Background: an optimization exercise with open tools, aiming at small area and a short achievable clock period. Do not read the settings as production practice. RTL that was checked went through simulation tests only; none was proved equivalent to the original.

==> run D <==
==> flow/design.v <==
module hsv2rgb_hue (
        input [7:0] h,
        output [2:0] region,
        output [7:0] x
    );
    wire [7:0] rg = h / 43;
    wire [7:0] rem = (h - rg * 43) * 6;
    assign region = rg[2:0];
    assign x = rg[0] ? rem : ~rem;
endmodule
module hsv2rgb_scale (
        input [7:0] a,
        input [7:0] b,
        output [7:0] y
    );
    wire [7:0] nb = ~b;
    wire [15:0] prod = a * nb;
    assign y = prod[15:8];
endmodule
module hsv2rgb_pipe (
        input clk,
        input rst_n,
        input in_valid,
        input [7:0] h,
        input [7:0] s,
        input [7:0] v,
        output reg out_valid,
        output reg [7:0] r,
        output reg [7:0] g,
        output reg [7:0] b
    );
    reg v0, v1;
    reg [7:0] h0, s0, v0d;
    wire [2:0] region;
    wire [7:0] x;
    hsv2rgb_hue hue (.h(h0), .region(region), .x(x));
    wire [15:0] sx = s0 * x;
    wire [7:0] p_c;
    hsv2rgb_scale sp (.a(v0d), .b(s0), .y(p_c));
    reg [7:0] u1, p1, v1d;
    reg [2:0] rg1;
    reg sz1;
    wire [7:0] w_c;
    hsv2rgb_scale sw (.a(v1d), .b(u1), .y(w_c));
    reg [23:0] o;
    always @* begin
        if (sz1) o = {v1d, v1d, v1d};
        else case (rg1)
            3'd0: o = {v1d, w_c, p1};
            3'd1: o = {w_c, v1d, p1};
            3'd2: o = {p1, v1d, w_c};
            3'd3: o = {p1, w_c, v1d};
            3'd4: o = {w_c, p1, v1d};
            default: o = {v1d, p1, w_c};
        endcase
    end
    always @(posedge clk or negedge rst_n) begin
        if (!rst_n) begin
            v0 <= 1'b0;
            v1 <= 1'b0;
            out_valid <= 1'b0;
        end else begin
            v0 <= in_valid;
            v1 <= v0;
            out_valid <= v1;
        end
    end
    always @(posedge clk) begin
        h0 <= h;
        s0 <= s;
        v0d <= v;
        u1 <= sx[15:8];
        p1 <= p_c;
        v1d <= v0d;
        rg1 <= region;
        sz1 <= (s0 == 8'd0);
        {r, g, b} <= o;
    end
endmodule
==> flow/run.sh <==
#!/bin/bash
# synth_recipe.tcl (not shown) runs the flow's synth.tcl, then flattens the netlist and writes it again
# the make line also repeats each setting of config.mk as NAME=value (left out here)
make -C /OpenROAD-flow-scripts/flow DESIGN_CONFIG=/design/flow/config.mk WORK_HOME=/design/flow/orfs CLKGATE_MAP_FILE= SYNTH_SCRIPT=/design/flow/synth_recipe.tcl finish
==> flow/config.mk <==
export PLATFORM = sky130hd
export DESIGN_NAME = hsv2rgb_pipe
export DESIGN_NICKNAME = hsv2rgb_pipe
export VERILOG_FILES = /design/flow/design.v
export SDC_FILE = /design/flow/constraint.sdc
export NUM_CORES = 4
export LEC_CHECK = 0
export CAP_MARGIN = 20
export CORE_MARGIN = 2
export CORE_UTILIZATION = 40
export SLEW_MARGIN = 20
==> flow/constraint.sdc <==
create_clock -name core_clock -period 15.0 [get_ports {clk}]
set_input_delay 3.0000 -clock core_clock [delete_from_list [all_inputs] [get_ports {clk}]]
set_output_delay 3.0000 -clock core_clock [all_outputs]
set_load 0.01 [all_outputs]
==> run Y (differences from run D) <==
==> flow/design.v, changed modules only <==
module hsv2rgb (
        input [7:0] h,
        input [7:0] s,
        input [7:0] v,
        output [7:0] r,
        output [7:0] g,
        output [7:0] b
    );
    wire [7:0] region = h / 43;
    wire [7:0] remainder = (h - (region *43)) * 6;
    wire [7:0] p = (v * (255 - s)) >> 8;
    wire [7:0] q = (v * (255 - ((s * remainder) >> 8))) >> 8;
    wire [7:0] t = (v * (255 - ((s * (255 - remainder)) >> 8))) >> 8;
    reg [23:0] out;
    assign {r,g,b} = out;
    always @* begin
        if (s == 0) begin
            out = {v,v,v};
        end
        else begin
            case (region)
                0: begin
                    out = {v,t,p};
                end
                1: begin
                    out = {q,v,p};
                end
                2: begin
                    out = {p,v,t};
                end
                3: begin
                    out = {p,q,v};
                end
                4: begin
                    out = {t,p,v};
                end
                default: begin
                    out = {v,p,q};
                end
            endcase
        end
    end
endmodule
module hsv2rgb_pipe (
        input clk,
        input rst_n,
        input in_valid,
        input [7:0] h,
        input [7:0] s,
        input [7:0] v,
        output reg out_valid,
        output reg [7:0] r,
        output reg [7:0] g,
        output reg [7:0] b
    );
    reg in_valid_q;
    reg [7:0] h_q, s_q, v_q;
    wire [7:0] r_c, g_c, b_c;
    hsv2rgb core (
        .h(h_q),
        .s(s_q),
        .v(v_q),
        .r(r_c),
        .g(g_c),
        .b(b_c)
    );
    always @(posedge clk or negedge rst_n) begin
        if (!rst_n) begin
            in_valid_q <= 1'b0;
            out_valid <= 1'b0;
        end else begin
            in_valid_q <= in_valid;
            out_valid <= in_valid_q;
        end
    end
    always @(posedge clk) begin
        h_q <= h;
        s_q <= s;
        v_q <= v;
        r <= r_c;
        g <= g_c;
        b <= b_c;
    end
endmodule
// module hsv2rgb_hue removed
// module hsv2rgb_scale removed
==> results.txt <==
quantity	run Y	run D
Share of synthesized registers carrying an async set or reset	0.0400	0.0380
Via count of the first global-routing pass	10905	6874
Final critical path time including I/O delays and setup	14260 ps	10430 ps
Area share of the leading cell type in the synthesized netlist	0.297	0.237
Worst hold slack	364 ps	350 ps
Result of the run	finished clean	finished clean
H-tree depth	2	3
Share of layout cells above drive strength 1	0.0531	0.0290
Routed met1 length	15.8 mm	9.25 mm
CP Depth	57	42
Met3 global-route usage	0.0295	0.0337
Total number of multi-input combinational cells	1139	715
Number of synthesis warnings	2	1
Initial core utilization	0.405	0.405
Slew HR	0.286	0.364
Clk cell area share	0.0101	0.0287
Area growth, synth to finish	10.3%	11.4%
No functional check of the RTL was part of run D.

* * *

==> build 97 <==
hsv2rgb_pipe, a different RTL version from the one above (not shown whole).
Settings: LEC_CHECK=0, CAP_MARGIN=20, CORE_MARGIN=2, CORE_UTILIZATION=40, CTS_BUF_LIST=sky130_fd_sc_hd__clkbuf_8, SLEW_MARGIN=20, SYNTH_HIERARCHICAL=1, SYNTH_MINIMUM_KEEP_SIZE=0; clock period 15.0 ns.
standard.sh (not shown) runs the stock make flow with config.mk's settings and CLKGATE_MAP_FILE= SYNTH_SCRIPT=/design/flow/synth_recipe.tcl, a recipe that flattens the netlist after the stock synthesis.
==> flow/flow/run.sh <==
#!/bin/bash
set -euo pipefail
export BUFFER_PORTS_ARGS="-buffer_cell sky130_fd_sc_hd__buf_1"
bash standard.sh SETUP_SLACK_MARGIN=10.7 finish > standard.log 2>&1
==> build 89 (differences from build 97) <==
==> flow/flow/run.sh (replaced) <==
#!/bin/bash
set -euo pipefail
export BUFFER_PORTS_ARGS="-buffer_cell sky130_fd_sc_hd__buf_1"
bash standard.sh SETUP_SLACK_MARGIN=10.95 finish > standard.log 2>&1
Settings changed: ABC_AREA set to 1, CTS_BUF_LIST sky130_fd_sc_hd__clkbuf_8 to unset, PLACE_DENSITY set to 0.8.
==> trial 60 (differences from build 97) <==
==> flow/flow/run.sh (replaced) <==
#!/bin/bash
set -euo pipefail
export BUFFER_PORTS_ARGS="-buffer_cell sky130_fd_sc_hd__buf_1"
bash standard.sh SETUP_SLACK_MARGIN=11.2 finish > standard.log 2>&1
Settings changed: CTS_BUF_LIST sky130_fd_sc_hd__clkbuf_8 to unset.
==> comparison table <==
item                                                                               build 97                  build 89                 trial 60
Most frequently used cell type in the post-synthesis netlist        sky130_fd_sc_hd__nor2_1  sky130_fd_sc_hd__nand2_1  sky130_fd_sc_hd__nor2_1
Type of the setup path with the least slack                                    flop to flop              flop to flop   flop to primary output
Source-to-sink clock delay at the later pin of the worst-skew pair                  0.40 ns                   0.36 ns                  0.35 ns
Fraction of the mapped netlist area in compound gates                                 11.8%                     6.85%                    11.8%
Tcrit/Tclk final                                                                      27.4%                     25.7%                    25.6%
Tapcell count                                                                           265                       270                      265
Global Route met3 Usage                                                               2.23%                     3.15%                    2.38%
End of the worst hold path                                                            s1[1]                     s1[6]                  sel2[0]
Outcome                                                    no timing/DRC/antenna violations  no timing/DRC/antenna violations  no timing/DRC/antenna violations
Number of nets in the layout                                                           1050                      1199                     1104
Most common cell after layout, fill and taps aside                  sky130_fd_sc_hd__nor2_1  sky130_fd_sc_hd__nand2_1  sky130_fd_sc_hd__nor2_1
Detail Route met2 WL                                                                8190 um                   8210 um                  8970 um

* * *

==> inputs of job 4202 <==
hsv2rgb_pipe again, from the RTL that the note above started with.
Design hsv2rgb_pipe, start of the top module:
module hsv2rgb_pipe (
        input clk,
        input rst_n,
        input in_valid,
        input [7:0] h,
        input [7:0] s,
        input [7:0] v,
        output reg out_valid,
        output reg [7:0] r,
        output reg [7:0] g,
        output reg [7:0] b
    );
export LEC_CHECK = 0
export CAP_MARGIN = 20
export CORE_MARGIN = 2
export CORE_UTILIZATION = 40
export SLEW_MARGIN = 20
export SYNTH_HIERARCHICAL = 1
export SYNTH_MINIMUM_KEEP_SIZE = 0
create_clock -name core_clock -period 15.0 [get_ports {clk}]
==> flow/flow/run.sh <==
#!/bin/bash
set -euo pipefail
export BUFFER_PORTS_ARGS="-buffer_cell sky130_fd_sc_hd__buf_1"
bash standard.sh SETUP_SLACK_MARGIN=10.95 finish > standard.log 2>&1
==> inputs of job 1680, as changes to job 4202 <==
==> flow/flow/run.sh (replaced) <==
#!/bin/bash
set -euo pipefail
export BUFFER_PORTS_ARGS="-buffer_cell sky130_fd_sc_hd__buf_1"
bash standard.sh SETUP_SLACK_MARGIN=10.7 finish > standard.log 2>&1
Settings changed: CTS_BUF_LIST set to sky130_fd_sc_hd__clkbuf_8, CTS_CLUSTER_SIZE set to 22.
==> inputs of job 8602, as changes to job 4202 <==
==> flow/flow/run.sh (replaced) <==
#!/bin/bash
set -euo pipefail
export BUFFER_PORTS_ARGS="-buffer_cell sky130_fd_sc_hd__buf_1"
bash standard.sh SETUP_SLACK_MARGIN=10.8 finish > standard.log 2>&1
Settings changed: ABC_AREA set to 1.
==> results.txt <==
item	job 8602	job 4202	job 1680
Status	no timing/DRC/antenna violations	no timing/DRC/antenna violations	no timing/DRC/antenna violations
Multi-input gate share of the layout cell area	0.612	0.636	0.647
Met3 Track Usage GR	0.0290	0.0317	0.0223
Wirelength, routed	17400 um	17400 um	17400 um
Pin slew with the least headroom to its limit	733 ps	895 ps	840 ps
Die area	21800 um2	21200 um2	21200 um2
Number of buffer and inverter instances along the worst setup path	1	0	0
Final std cells w/o fill	1270	1124	1116
Std-Cell Rows	52	51	51
Global-route wire length before repair	30000 um	29700 um	29800 um
Standard cell area after detailed placement	8600 um2	8430 um2	8430 um2
Post-CTS resize count	0	26	7
Clk cell area share	0.0333	0.0347	0.0247
Via/cell ratio	4.77	5.14	5.13
Fraction of area in registers	0.241	0.245	0.250
Met2 Usage GRT	0.289	0.281	0.290
Reg2reg end	u2[7]$_DFF_P_	r[4]$_DFF_P_	r[6]$_DFF_P_
Ratio of final minimum period to clock period	0.262	0.260	0.274
Worst flop-to-flop path startpoint	s1[0]$_DFF_P_	u2[4]$_DFF_P_	u2[7]$_DFF_P_

* * *

==> inputs of job 3347 <==
hsv2rgb_pipe, a different RTL version from the one above (not shown whole).
Design hsv2rgb_pipe, start of the top module:
module hsv2rgb_pipe (
        input clk,
        input rst_n,
        input in_valid,
        input [7:0] h,
        input [7:0] s,
        input [7:0] v,
        output reg out_valid,
        output reg [7:0] r,
        output reg [7:0] g,
        output reg [7:0] b
    );
export LEC_CHECK = 0
export CAP_MARGIN = 20
export CORE_MARGIN = 2
export CORE_UTILIZATION = 40
export CTS_BUF_LIST = sky130_fd_sc_hd__clkbuf_8
export SLEW_MARGIN = 20
export SYNTH_HIERARCHICAL = 1
export SYNTH_MINIMUM_KEEP_SIZE = 0
create_clock -name core_clock -period 15.0 [get_ports {clk}]
==> flow/flow/run.sh <==
#!/bin/bash
set -euo pipefail
export BUFFER_PORTS_ARGS="-buffer_cell sky130_fd_sc_hd__buf_1"
bash standard.sh SETUP_SLACK_MARGIN=10.7 finish > standard.log 2>&1
==> job 7000 (differences from job 3347) <==
--- a/flow/design.v
+++ b/flow/design.v
@@ -178,22 +178,18 @@
     hsv_fa mu_t77_fa (.a(mu_t54), .b(mu_t55), .c(mu_t37), .s(mu_t77), .co(mu_t78));
     wire mu_t79, mu_t80;
     hsv_fa mu_t79_fa (.a(mu_t56), .b(mu_t57), .c(mu_pp74), .s(mu_t79), .co(mu_t80));
     wire mu_t81, mu_t82;
     hsv_fa mu_t81_fa (.a(mu_t58), .b(mu_t59), .c(mu_pp75), .s(mu_t81), .co(mu_t82));
     wire mu_t83, mu_t84;
     hsv_fa mu_t83_fa (.a(mu_t60), .b(mu_pp67), .c(mu_pp76), .s(mu_t83), .co(mu_t84));
-    wire mu_c2 = ~mu_pp01 & ~mu_pp10;
-    wire mu_c3 = (~mu_t61 & ~mu_pp20) | (mu_c2 & (~mu_t61 | ~mu_pp20));
-    wire mu_c4 = (~mu_t62 & ~mu_t63) | (mu_c3 & (~mu_t62 | ~mu_t63));
-    wire mu_c5 = (~mu_t64 & ~mu_t65) | (mu_c4 & (~mu_t64 | ~mu_t65));
-    wire [10:0] mu_ra = {1'b1, mu_t84, mu_t82, mu_t80, mu_t78, mu_t76, mu_t74, mu_t72, mu_t70, mu_t68, mu_t66};
-    wire [10:0] mu_rb = {1'b1, mu_pp77, mu_t83, mu_t81, mu_t79, mu_t77, mu_t75, mu_t73, mu_t71, mu_t69, mu_t67};
-    wire [10:0] mu_sum = ~mu_ra + ~mu_rb + {10'd0, mu_c5};
-    assign u_c = mu_sum[10:3];
+    wire [15:0] mu_ra = {1'b1, mu_t84, mu_t82, mu_t80, mu_t78, mu_t76, mu_t74, mu_t72, mu_t70, mu_t68, mu_t66, mu_t64, mu_t62, mu_t61, mu_pp01, 1'b1};
+    wire [15:0] mu_rb = {1'b1, mu_pp77, mu_t83, mu_t81, mu_t79, mu_t77, mu_t75, mu_t73, mu_t71, mu_t69, mu_t67, mu_t65, mu_t63, mu_pp20, mu_pp10, 1'b1};
+    wire [15:0] mu_sum = mu_ra + mu_rb + 16'd1;
+    assign u_c = ~mu_sum[15:8];
     wire mp_pp01 = ~(v1[0] & ~s1[1]);
     wire mp_pp02 = ~(v1[0] & ~s1[2]);
     wire mp_pp03 = ~(v1[0] & ~s1[3]);
     wire mp_pp04 = ~(v1[0] & ~s1[4]);
     wire mp_pp05 = ~(v1[0] & ~s1[5]);
     wire mp_pp06 = ~(v1[0] & ~s1[6]);
     wire mp_pp07 = ~(v1[0] & ~s1[7]);
@@ -333,22 +329,18 @@
     hsv_fa mp_t77_fa (.a(mp_t54), .b(mp_t55), .c(mp_t37), .s(mp_t77), .co(mp_t78));
     wire mp_t79, mp_t80;
     hsv_fa mp_t79_fa (.a(mp_t56), .b(mp_t57), .c(mp_pp74), .s(mp_t79), .co(mp_t80));
     wire mp_t81, mp_t82;
     hsv_fa mp_t81_fa (.a(mp_t58), .b(mp_t59), .c(mp_pp75), .s(mp_t81), .co(mp_t82));
     wire mp_t83, mp_t84;
     hsv_fa mp_t83_fa (.a(mp_t60), .b(mp_pp67), .c(mp_pp76), .s(mp_t83), .co(mp_t84));
-    wire mp_c2 = ~mp_pp01 & ~mp_pp10;
-    wire mp_c3 = (~mp_t61 & ~mp_pp20) | (mp_c2 & (~mp_t61 | ~mp_pp20));
-    wire mp_c4 = (~mp_t62 & ~mp_t63) | (mp_c3 & (~mp_t62 | ~mp_t63));
-    wire mp_c5 = (~mp_t64 & ~mp_t65) | (mp_c4 & (~mp_t64 | ~mp_t65));
-    wire [10:0] mp_ra = {1'b1, mp_t84, mp_t82, mp_t80, mp_t78, mp_t76, mp_t74, mp_t72, mp_t70, mp_t68, mp_t66};
-    wire [10:0] mp_rb = {1'b1, mp_pp77, mp_t83, mp_t81, mp_t79, mp_t77, mp_t75, mp_t73, mp_t71, mp_t69, mp_t67};
-    wire [10:0] mp_sum = ~mp_ra + ~mp_rb + {10'd0, mp_c5};
-    assign p_c = mp_sum[10:3];
+    wire [15:0] mp_ra = {1'b1, mp_t84, mp_t82, mp_t80, mp_t78, mp_t76, mp_t74, mp_t72, mp_t70, mp_t68, mp_t66, mp_t64, mp_t62, mp_t61, mp_pp01, 1'b1};
+    wire [15:0] mp_rb = {1'b1, mp_pp77, mp_t83, mp_t81, mp_t79, mp_t77, mp_t75, mp_t73, mp_t71, mp_t69, mp_t67, mp_t65, mp_t63, mp_pp20, mp_pp10, 1'b1};
+    wire [15:0] mp_sum = mp_ra + mp_rb + 16'd1;
+    assign p_c = ~mp_sum[15:8];
     reg [2:0] sel2;
     reg [7:0] nu2, p2, v2;
     wire [7:0] w_c;
     wire mw_pp01 = ~(v2[0] & nu2[1]);
     wire mw_pp02 = ~(v2[0] & nu2[2]);
     wire mw_pp03 = ~(v2[0] & nu2[3]);
     wire mw_pp04 = ~(v2[0] & nu2[4]);
@@ -491,22 +483,18 @@
     hsv_fa mw_t77_fa (.a(mw_t54), .b(mw_t55), .c(mw_t37), .s(mw_t77), .co(mw_t78));
     wire mw_t79, mw_t80;
     hsv_fa mw_t79_fa (.a(mw_t56), .b(mw_t57), .c(mw_pp74), .s(mw_t79), .co(mw_t80));
     wire mw_t81, mw_t82;
     hsv_fa mw_t81_fa (.a(mw_t58), .b(mw_t59), .c(mw_pp75), .s(mw_t81), .co(mw_t82));
     wire mw_t83, mw_t84;
     hsv_fa mw_t83_fa (.a(mw_t60), .b(mw_pp67), .c(mw_pp76), .s(mw_t83), .co(mw_t84));
-    wire mw_c2 = ~mw_pp01 & ~mw_pp10;
-    wire mw_c3 = (~mw_t61 & ~mw_pp20) | (mw_c2 & (~mw_t61 | ~mw_pp20));
-    wire mw_c4 = (~mw_t62 & ~mw_t63) | (mw_c3 & (~mw_t62 | ~mw_t63));
-    wire mw_c5 = (~mw_t64 & ~mw_t65) | (mw_c4 & (~mw_t64 | ~mw_t65));
-    wire [10:0] mw_ra = {1'b1, mw_t84, mw_t82, mw_t80, mw_t78, mw_t76, mw_t74, mw_t72, mw_t70, mw_t68, mw_t66};
-    wire [10:0] mw_rb = {1'b1, mw_pp77, mw_t83, mw_t81, mw_t79, mw_t77, mw_t75, mw_t73, mw_t71, mw_t69, mw_t67};
-    wire [10:0] mw_sum = ~mw_ra + ~mw_rb + {10'd0, mw_c5};
-    assign w_c = mw_sum[10:3];
+    wire [15:0] mw_ra = {1'b1, mw_t84, mw_t82, mw_t80, mw_t78, mw_t76, mw_t74, mw_t72, mw_t70, mw_t68, mw_t66, mw_t64, mw_t62, mw_t61, mw_pp01, 1'b1};
+    wire [15:0] mw_rb = {1'b1, mw_pp77, mw_t83, mw_t81, mw_t79, mw_t77, mw_t75, mw_t73, mw_t71, mw_t69, mw_t67, mw_t65, mw_t63, mw_pp20, mw_pp10, 1'b1};
+    wire [15:0] mw_sum = mw_ra + mw_rb + 16'd1;
+    assign w_c = ~mw_sum[15:8];
     reg [2:0] wsel;
     reg [2:0] vsel;
     always @* begin
         case (sel2)
             3'd0: begin wsel = 3'b010; vsel = 3'b100; end
             3'd1: begin wsel = 3'b100; vsel = 3'b010; end
             3'd2: begin wsel = 3'b001; vsel = 3'b010; end
==> flow/flow/run.sh (replaced) <==
#!/bin/bash
# The standard layout, with plain buffers on the ports instead of the
# delay buffers buffer_ports picks by default.
set -euo pipefail
export BUFFER_PORTS_ARGS="-buffer_cell sky130_fd_sc_hd__buf_2"
bash standard.sh > standard.log 2>&1
==> flow/config.mk (replaced) <==
export PLATFORM = sky130hd
export DESIGN_NAME = hsv2rgb_pipe
export DESIGN_NICKNAME = hsv2rgb_pipe
export VERILOG_FILES = /design/flow/design.v
export SDC_FILE = /design/flow/constraint.sdc
export NUM_CORES = 4
export LEC_CHECK = 0
export CAP_MARGIN = 20
export CORE_MARGIN = 2
export CORE_UTILIZATION = 40
export SLEW_MARGIN = 20
export SYNTH_HIERARCHICAL = 1
export SYNTH_MINIMUM_KEEP_SIZE = 0
==> job 3488 (differences from job 3347) <==
--- a/flow/design.v
+++ b/flow/design.v
@@ -178,22 +178,18 @@
     hsv_fa mu_t77_fa (.a(mu_t54), .b(mu_t55), .c(mu_t37), .s(mu_t77), .co(mu_t78));
     wire mu_t79, mu_t80;
     hsv_fa mu_t79_fa (.a(mu_t56), .b(mu_t57), .c(mu_pp74), .s(mu_t79), .co(mu_t80));
     wire mu_t81, mu_t82;
     hsv_fa mu_t81_fa (.a(mu_t58), .b(mu_t59), .c(mu_pp75), .s(mu_t81), .co(mu_t82));
     wire mu_t83, mu_t84;
     hsv_fa mu_t83_fa (.a(mu_t60), .b(mu_pp67), .c(mu_pp76), .s(mu_t83), .co(mu_t84));
-    wire mu_c2 = ~mu_pp01 & ~mu_pp10;
-    wire mu_c3 = (~mu_t61 & ~mu_pp20) | (mu_c2 & (~mu_t61 | ~mu_pp20));
-    wire mu_c4 = (~mu_t62 & ~mu_t63) | (mu_c3 & (~mu_t62 | ~mu_t63));
-    wire mu_c5 = (~mu_t64 & ~mu_t65) | (mu_c4 & (~mu_t64 | ~mu_t65));
-    wire [10:0] mu_ra = {1'b1, mu_t84, mu_t82, mu_t80, mu_t78, mu_t76, mu_t74, mu_t72, mu_t70, mu_t68, mu_t66};
-    wire [10:0] mu_rb = {1'b1, mu_pp77, mu_t83, mu_t81, mu_t79, mu_t77, mu_t75, mu_t73, mu_t71, mu_t69, mu_t67};
-    wire [10:0] mu_sum = ~mu_ra + ~mu_rb + {10'd0, mu_c5};
-    assign u_c = mu_sum[10:3];
+    wire [15:0] mu_ra = {1'b1, mu_t84, mu_t82, mu_t80, mu_t78, mu_t76, mu_t74, mu_t72, mu_t70, mu_t68, mu_t66, mu_t64, mu_t62, mu_t61, mu_pp01, 1'b1};
+    wire [15:0] mu_rb = {1'b1, mu_pp77, mu_t83, mu_t81, mu_t79, mu_t77, mu_t75, mu_t73, mu_t71, mu_t69, mu_t67, mu_t65, mu_t63, mu_pp20, mu_pp10, 1'b1};
+    wire [15:0] mu_sum = mu_ra + mu_rb + 16'd1;
+    assign u_c = ~mu_sum[15:8];
     wire mp_pp01 = ~(v1[0] & ~s1[1]);
     wire mp_pp02 = ~(v1[0] & ~s1[2]);
     wire mp_pp03 = ~(v1[0] & ~s1[3]);
     wire mp_pp04 = ~(v1[0] & ~s1[4]);
     wire mp_pp05 = ~(v1[0] & ~s1[5]);
     wire mp_pp06 = ~(v1[0] & ~s1[6]);
     wire mp_pp07 = ~(v1[0] & ~s1[7]);
@@ -333,22 +329,18 @@
     hsv_fa mp_t77_fa (.a(mp_t54), .b(mp_t55), .c(mp_t37), .s(mp_t77), .co(mp_t78));
     wire mp_t79, mp_t80;
     hsv_fa mp_t79_fa (.a(mp_t56), .b(mp_t57), .c(mp_pp74), .s(mp_t79), .co(mp_t80));
     wire mp_t81, mp_t82;
     hsv_fa mp_t81_fa (.a(mp_t58), .b(mp_t59), .c(mp_pp75), .s(mp_t81), .co(mp_t82));
     wire mp_t83, mp_t84;
     hsv_fa mp_t83_fa (.a(mp_t60), .b(mp_pp67), .c(mp_pp76), .s(mp_t83), .co(mp_t84));
-    wire mp_c2 = ~mp_pp01 & ~mp_pp10;
-    wire mp_c3 = (~mp_t61 & ~mp_pp20) | (mp_c2 & (~mp_t61 | ~mp_pp20));
-    wire mp_c4 = (~mp_t62 & ~mp_t63) | (mp_c3 & (~mp_t62 | ~mp_t63));
-    wire mp_c5 = (~mp_t64 & ~mp_t65) | (mp_c4 & (~mp_t64 | ~mp_t65));
-    wire [10:0] mp_ra = {1'b1, mp_t84, mp_t82, mp_t80, mp_t78, mp_t76, mp_t74, mp_t72, mp_t70, mp_t68, mp_t66};
-    wire [10:0] mp_rb = {1'b1, mp_pp77, mp_t83, mp_t81, mp_t79, mp_t77, mp_t75, mp_t73, mp_t71, mp_t69, mp_t67};
-    wire [10:0] mp_sum = ~mp_ra + ~mp_rb + {10'd0, mp_c5};
-    assign p_c = mp_sum[10:3];
+    wire [15:0] mp_ra = {1'b1, mp_t84, mp_t82, mp_t80, mp_t78, mp_t76, mp_t74, mp_t72, mp_t70, mp_t68, mp_t66, mp_t64, mp_t62, mp_t61, mp_pp01, 1'b1};
+    wire [15:0] mp_rb = {1'b1, mp_pp77, mp_t83, mp_t81, mp_t79, mp_t77, mp_t75, mp_t73, mp_t71, mp_t69, mp_t67, mp_t65, mp_t63, mp_pp20, mp_pp10, 1'b1};
+    wire [15:0] mp_sum = mp_ra + mp_rb + 16'd1;
+    assign p_c = ~mp_sum[15:8];
     reg [2:0] sel2;
     reg [7:0] nu2, p2, v2;
     wire [7:0] w_c;
     wire mw_pp01 = ~(v2[0] & nu2[1]);
     wire mw_pp02 = ~(v2[0] & nu2[2]);
     wire mw_pp03 = ~(v2[0] & nu2[3]);
     wire mw_pp04 = ~(v2[0] & nu2[4]);
@@ -491,22 +483,18 @@
     hsv_fa mw_t77_fa (.a(mw_t54), .b(mw_t55), .c(mw_t37), .s(mw_t77), .co(mw_t78));
     wire mw_t79, mw_t80;
     hsv_fa mw_t79_fa (.a(mw_t56), .b(mw_t57), .c(mw_pp74), .s(mw_t79), .co(mw_t80));
     wire mw_t81, mw_t82;
     hsv_fa mw_t81_fa (.a(mw_t58), .b(mw_t59), .c(mw_pp75), .s(mw_t81), .co(mw_t82));
     wire mw_t83, mw_t84;
     hsv_fa mw_t83_fa (.a(mw_t60), .b(mw_pp67), .c(mw_pp76), .s(mw_t83), .co(mw_t84));
-    wire mw_c2 = ~mw_pp01 & ~mw_pp10;
-    wire mw_c3 = (~mw_t61 & ~mw_pp20) | (mw_c2 & (~mw_t61 | ~mw_pp20));
-    wire mw_c4 = (~mw_t62 & ~mw_t63) | (mw_c3 & (~mw_t62 | ~mw_t63));
-    wire mw_c5 = (~mw_t64 & ~mw_t65) | (mw_c4 & (~mw_t64 | ~mw_t65));
-    wire [10:0] mw_ra = {1'b1, mw_t84, mw_t82, mw_t80, mw_t78, mw_t76, mw_t74, mw_t72, mw_t70, mw_t68, mw_t66};
-    wire [10:0] mw_rb = {1'b1, mw_pp77, mw_t83, mw_t81, mw_t79, mw_t77, mw_t75, mw_t73, mw_t71, mw_t69, mw_t67};
-    wire [10:0] mw_sum = ~mw_ra + ~mw_rb + {10'd0, mw_c5};
-    assign w_c = mw_sum[10:3];
+    wire [15:0] mw_ra = {1'b1, mw_t84, mw_t82, mw_t80, mw_t78, mw_t76, mw_t74, mw_t72, mw_t70, mw_t68, mw_t66, mw_t64, mw_t62, mw_t61, mw_pp01, 1'b1};
+    wire [15:0] mw_rb = {1'b1, mw_pp77, mw_t83, mw_t81, mw_t79, mw_t77, mw_t75, mw_t73, mw_t71, mw_t69, mw_t67, mw_t65, mw_t63, mw_pp20, mw_pp10, 1'b1};
+    wire [15:0] mw_sum = mw_ra + mw_rb + 16'd1;
+    assign w_c = ~mw_sum[15:8];
     reg [2:0] wsel;
     reg [2:0] vsel;
     always @* begin
         case (sel2)
             3'd0: begin wsel = 3'b010; vsel = 3'b100; end
             3'd1: begin wsel = 3'b100; vsel = 3'b010; end
             3'd2: begin wsel = 3'b001; vsel = 3'b010; end
==> flow/flow/run.sh (replaced) <==
#!/bin/bash
# The standard layout (standard.sh), with plain buffers on the ports
# instead of the delay buffers buffer_ports picks by default, and timing
# repair aiming for 11 ns of setup slack at the design's clock period.
set -euo pipefail
export BUFFER_PORTS_ARGS="-buffer_cell sky130_fd_sc_hd__buf_2"
bash standard.sh SETUP_SLACK_MARGIN=11 finish > standard.log 2>&1
==> flow/config.mk (replaced) <==
export PLATFORM = sky130hd
export DESIGN_NAME = hsv2rgb_pipe
export DESIGN_NICKNAME = hsv2rgb_pipe
export VERILOG_FILES = /design/flow/design.v
export SDC_FILE = /design/flow/constraint.sdc
export NUM_CORES = 4
export LEC_CHECK = 0
export CAP_MARGIN = 20
export CORE_MARGIN = 2
export CORE_UTILIZATION = 40
export SLEW_MARGIN = 20
export SYNTH_HIERARCHICAL = 1
export SYNTH_MINIMUM_KEEP_SIZE = 0
==> notes <==
Register-to-register slack: job 3488 > job 3347 > job 7000. Worst hold slack, lowest first: job 3488, job 7000, job 3347. Between job 3488 and job 7000, the lower global-route usage is in job 7000 (gap 1.1 points). Worst setup slack: job 7000 < job 3347 < job 3488. The lowest clock skew belongs to job 7000, the highest to job 3347.
No functional check of the RTL was part of job 3347.

[static timing again, ports no longer ideal]
In the flow no input, the clock included, has a driving cell. The finished layouts below were timed again as built, in two steps. Step 1 sets driving cells, clkbuf_16 on the clock port and buf_2 on the other inputs (assumed; they add their load-dependent delay and slew). Step 2 times the ports against the registers' clock, not the clock port: input delays grow and output delays shrink by t, the midpoint of the rising clock arrivals with the driver on. a / b / c = ideal / step 1 / step 2; a / b = the first two.
run	shift t [ns]	setup slack, ns	worst setup path at the end	clock arrival spread, ns
run D	0.386	4.568 / 4.568 / 4.568	register to register	0.012 / 0.011
run Y	0.369	0.739 / 0.739 / 0.739	register to register	0.018 / 0.018
build 97	0.426	10.892 / 10.892 / 10.892	register to register	0.021 / 0.020
build 89	0.396	11.145 / 11.111 / 11.145	register to register	0.011 / 0.011
trial 60	0.392	11.159 / 11.115 / 11.160	register to register	0.007 / 0.008
job 4202	0.400	11.102 / 11.083 / 11.102	register to register	0.011 / 0.010
job 1680	0.426	10.892 / 10.892 / 10.892	register to register	0.021 / 0.020
job 8602	0.397	11.072 / 11.072 / 11.072	register to register	0.009 / 0.009
job 3347	0.413	10.838 / 10.838 / 10.838	register to register	0.020 / 0.021
job 7000	0.393	10.479 / 10.479 / 10.479	register to register	0.010 / 0.010
job 3488	0.392	10.929 / 10.929 / 10.929	register to register	0.013 / 0.014
After both steps every run listed still meets setup and hold.
